Context: an optimization exercise on an open-source flow, tuned for small area. The choices shown serve that exercise and are no tape-out recipe. At most, simulation tests tie the RTL to the original design; equivalence was not proved. Power figures rest on the tool's default switching activity, not on a simulated workload.

the baseline:
==> module bullsCows, before the edit <==
module bullsCows (
    input logic [15:0] guess,
    input logic confirm,
    input logic clock,
    input logic reset,
    output logic [5:0] d1,
    output logic [5:0] d2,
    output logic [5:0] d3,
    output logic [5:0] d4,
    output logic [5:0] d5,
    output logic [5:0] d6,
    output logic [5:0] d7,
    output logic [5:0] d8,
    output logic [7:0] j1_count,
    output logic [7:0] j2_count
  );
  localparam logic [1:0] PS = 2'b00, PG = 2'b01, PD = 2'b10, PF = 2'b11;
  logic [1:0] ph;
  logic pl;
  logic [2:0] ndm;
  wire [1:0] dph = ~ndm[2:1];
  wire dpl = ~ndm[0];
  logic [15:0] secret_j1, secret_j2;
  logic [1:0] bulls;
  logic [2:0] cows;
  logic btn_prev, btn_tick;
  always @(posedge clock) begin
    btn_tick <= confirm & ~btn_prev;
    btn_prev <= confirm;
  end
  wire setup = (ph == PS);
  wire guessing = (ph == PG);
  wire selg = setup, sel1 = ~setup & pl, sel2 = ~setup & ~pl;
  wire [15:0] opb = (guess & {{12{selg}}, 4'b0000}) | (secret_j1 & {{12{sel1}}, {4{pl}}}) |
                    (secret_j2 & {{12{sel2}}, {4{~pl}}});
  logic [15:0] eq;
  logic [3:0] bl, cw;
  genvar gi, gj;
  generate
    for (gi = 0; gi < 4; gi++) begin : g_i
      for (gj = 0; gj < 4; gj++) begin : g_j
        assign eq[4*gi+gj] = (guess[4*gi +: 4] == opb[4*gj +: 4]);
      end
      assign bl[gi] = eq[5*gi];
      assign cw[gi] = |(eq[4*gi +: 4] & ~(4'b0001 << gi));
    end
  endgenerate
  wire rep = |(eq & 16'b0111_1011_1101_1110 & 16'hEEEE);
  wire win = &bl;
  wire [1:0] nb = bl[0] + bl[1] + bl[2] + bl[3];
  wire [2:0] nc = cw[0] + cw[1] + cw[2] + cw[3];
  always @(posedge clock) begin
    if (setup && !pl) secret_j1 <= guess;
    if (setup && pl) secret_j2 <= guess;
    if (!ph[1]) begin
      bulls <= nb;
      cows <= nc;
    end
  end
  logic [7:0] t1, t2;
  always_comb begin
    t1[0] = btn_tick & guessing & win & ~pl;
    t2[0] = btn_tick & guessing & win & pl;
    for (int k = 1; k < 8; k++) begin
      t1[k] = t1[k-1] & j1_count[k-1];
      t2[k] = t2[k-1] & j2_count[k-1];
    end
  end
  always @(posedge clock, posedge reset) begin
    if (reset) begin
      j1_count <= 0;
      j2_count <= 0;
    end else begin
      j1_count <= j1_count ^ t1;
      j2_count <= j2_count ^ t2;
    end
  end
  always @(posedge clock, posedge reset) begin
    if (reset) begin
      ph <= PS;
      pl <= 1'b0;
      ndm <= 3'b000;
    end else begin
      if (setup && btn_tick && rep) ndm <= 3'b000;
      else ndm <= ~{ph, pl};
      if (btn_tick) begin
        case (ph)
          PS: if (!rep) begin
                ph <= pl ? PG : PS;
                pl <= ~pl;
              end
          PG: if (win) begin
                ph <= PF;
                pl <= 1'b0;
              end else ph <= PD;
          PD: begin
                ph <= PG;
                pl <= ~pl;
              end
          default: ph <= PS;
        endcase
      end
    end
  end
  wire cT = (dph == PS);
  wire cG = (dph == PG);
  wire cD = (dph == PD);
  wire cF = (dph == PF) & ~dpl;
  wire cB = (dph == PF) & dpl;
  always_comb begin
    d1 = 6'b000000; d2 = 6'b000000; d3 = 6'b000000; d4 = 6'b000000;
    d5 = 6'b000000; d6 = 6'b000000; d7 = 6'b000000; d8 = 6'b000000;
    if (cB) begin
      d1 = 6'b100001; d2 = 6'b100001; d3 = 6'b100001; d4 = 6'b100001;
      d5 = 6'b100001; d6 = 6'b100001; d7 = 6'b100001; d8 = 6'b100001;
    end
    if (cT) begin
      d1 = 6'b111011; d2 = 6'b111001; d3 = 6'b101111; d4 = 6'b111101;
      d5 = 6'b101011; d6 = 6'b000001; d7 = dpl ? 6'b100101 : 6'b100011; d8 = 6'b110111;
    end
    if (cG) begin
      d7 = dpl ? 6'b100101 : 6'b100011; d8 = 6'b110111;
    end
    if (cD) begin
      d1 = 6'b110101; d2 = 6'b111001; d3 = 6'b000000; d4 = {2'b10, cows, 1'b1};
      d5 = 6'b100001; d6 = 6'b101111; d7 = 6'b000000; d8 = {3'b100, bulls, 1'b1};
    end
    if (cF) begin
      d1 = 6'b111101; d2 = 6'b101001; d3 = 6'b111101; d4 = 6'b101011;
      d5 = 6'b110011; d6 = 6'b110011; d7 = 6'b111001; d8 = 6'b110001;
    end
  end
endmodule
Settings: LEC_CHECK=0, CAP_MARGIN=20, CORE_MARGIN=2, CORE_UTILIZATION=70, SLEW_MARGIN=20; clock period 5.0 ns.
standard.sh (not shown) runs the stock make flow with config.mk's settings and CLKGATE_MAP_FILE= SYNTH_SCRIPT=/design/flow/synth_recipe.tcl, a recipe that flattens the netlist after the stock synthesis.
==> flow/flow/run.sh <==
#!/bin/bash
# Own layout flow: the standard synthesis, its combinational logic re-mapped
# for area (registers untouched), then the standard layout steps with the
# smallest buffer on each port and a smaller clock tree.
set -euo pipefail
work=$(pwd)
res=$work/orfs/results/$FLOW_PLATFORM/bullsCows/base
export LIB=$FLOW_HOME/platforms/sky130hd/lib/sky130_fd_sc_hd__tt_025C_1v80.lib
export BUFFER_PORTS_ARGS="-buffer_cell sky130_fd_sc_hd__buf_1"
if [[ -f flow/cts_args ]]; then export CTS_ARGS="$(cat flow/cts_args)"; fi

bash standard.sh "$res/1_2_yosys.v" > make_synth.log 2>&1
cp "$res/1_2_yosys.v" standard_synth.v
NETLIST_IN=$work/standard_synth.v NETLIST_OUT=$res/1_2_yosys.v ABC_SCRIPT=$work/flow/resynth.abc \
  yosys -c flow/resynth.tcl > yosys_resynth.log 2>&1
bash standard.sh > make_finish.log 2>&1
Other scripts of this flow, unchanged in this note and not shown: flow/flow/cts_args, flow/flow/resynth.abc, flow/flow/resynth.tcl
Input changes introduced in the candidate (baseline for comparison: the baseline):
--- a/flow/design.v
+++ b/flow/design.v
@@ -16,11 +16,10 @@
   );
   localparam logic [1:0] PS = 2'b00, PG = 2'b01, PD = 2'b10, PF = 2'b11;
   logic [1:0] ph;
   logic pl;
-  logic [2:0] ndm;
-  wire [1:0] dph = ~ndm[2:1];
-  wire dpl = ~ndm[0];
+  logic [1:0] dph;
+  logic dpl;
   logic [15:0] secret_j1, secret_j2;
   logic [1:0] bulls;
   logic [2:0] cows;
   logic btn_prev, btn_tick;
@@ -30,10 +29,9 @@
   end
   wire setup = (ph == PS);
   wire guessing = (ph == PG);
   wire selg = setup, sel1 = ~setup & pl, sel2 = ~setup & ~pl;
-  wire [15:0] opb = (guess & {{12{selg}}, 4'b0000}) | (secret_j1 & {{12{sel1}}, {4{pl}}}) |
-                    (secret_j2 & {{12{sel2}}, {4{~pl}}});
+  wire [15:0] opb = (guess & {16{selg}}) | (secret_j1 & {16{sel1}}) | (secret_j2 & {16{sel2}});
   logic [15:0] eq;
   logic [3:0] bl, cw;
   genvar gi, gj;
   generate
@@ -44,18 +42,20 @@
       assign bl[gi] = eq[5*gi];
       assign cw[gi] = |(eq[4*gi +: 4] & ~(4'b0001 << gi));
     end
   endgenerate
-  wire rep = |(eq & 16'b0111_1011_1101_1110 & 16'hEEEE);
+  wire rep = |cw;
   wire win = &bl;
   wire [1:0] nb = bl[0] + bl[1] + bl[2] + bl[3];
   wire [2:0] nc = cw[0] + cw[1] + cw[2] + cw[3];
   always @(posedge clock) begin
-    if (setup && !pl) secret_j1 <= guess;
-    if (setup && pl) secret_j2 <= guess;
-    if (!ph[1]) begin
-      bulls <= nb;
-      cows <= nc;
+    if (btn_tick) begin
+      if (setup && !rep && !pl) secret_j1 <= guess;
+      if (setup && !rep && pl) secret_j2 <= guess;
+      if (guessing) begin
+        bulls <= nb;
+        cows <= nc;
+      end
     end
   end
   logic [7:0] t1, t2;
   always_comb begin
@@ -78,12 +78,18 @@
   always @(posedge clock, posedge reset) begin
     if (reset) begin
       ph <= PS;
       pl <= 1'b0;
-      ndm <= 3'b000;
+      dph <= PF;
+      dpl <= 1'b1;
     end else begin
-      if (setup && btn_tick && rep) ndm <= 3'b000;
-      else ndm <= ~{ph, pl};
+      if (setup && btn_tick && rep) begin
+        dph <= PF;
+        dpl <= 1'b1;
+      end else begin
+        dph <= ph;
+        dpl <= pl;
+      end
       if (btn_tick) begin
         case (ph)
           PS: if (!rep) begin
                 ph <= pl ? PG : PS;
Results
- The candidate finished end to end and its layout was clean on timing, DRC and antenna.
- Non-clock buffer count (lower): the candidate
- Worst voltage drop across the vdd grid: the baseline and the candidate compared, lower one is the candidate
- nor3b_1 as the worst-path cell with the longest stage delay was reported by the baseline, and nor3_1 by the candidate.
- Between the baseline and the candidate, the synthesis-to-finish area growth does not differ in any meaningful way.
- Net switching power, the candidate vs the baseline: down by more than 10%
- Routed via count: the candidate worse than the baseline
- Looking at design area across both flows, the candidate is the weaker of the two, with the baseline ahead.
- Maximum frequency in the candidate vs the baseline: down 7.2%
- Going from the baseline to the candidate, area of the mapped netlist shows an increase of about 1.3%, sequential share of layout area saw a decrease, net count reported at finish has increased.
- Average vias per placed instance was higher in the candidate than in the baseline.
For the candidate, only the layout was checked, not whether the RTL still works.

==> what the ideal ports hide <==
How much do the figures lean on ideal ports? The routed layouts below were timed once more, with nothing changed but the port constraints. Step 1, drivers: a clkbuf_16 drives clock and a buf_2 each remaining input, both assumed. Step 2 moves the port delays by t, midway between the first and last clock arrival at a register: inputs arrive t later, outputs are due t later. That takes back most of the time a late clock gives input paths. Three values: ideal, step 1, step 2; two values: the first two.
run	t (ns)	setup slack, ns	worst register clock-pin slew, ns	worst slew at a driven data input, ns	cell pins on the clock port's net
the baseline	0.415	1.119 / 1.119 / 0.773	0.10 / 0.10	0.04	1
the candidate	0.419	0.819 / 0.819 / 0.800	0.10 / 0.10	0.03	1
After both steps setup and hold are still met in every run listed. The setup slack of the baseline, which loses most, moves by 0.000 ns with the drivers and by -0.346 ns with both steps.
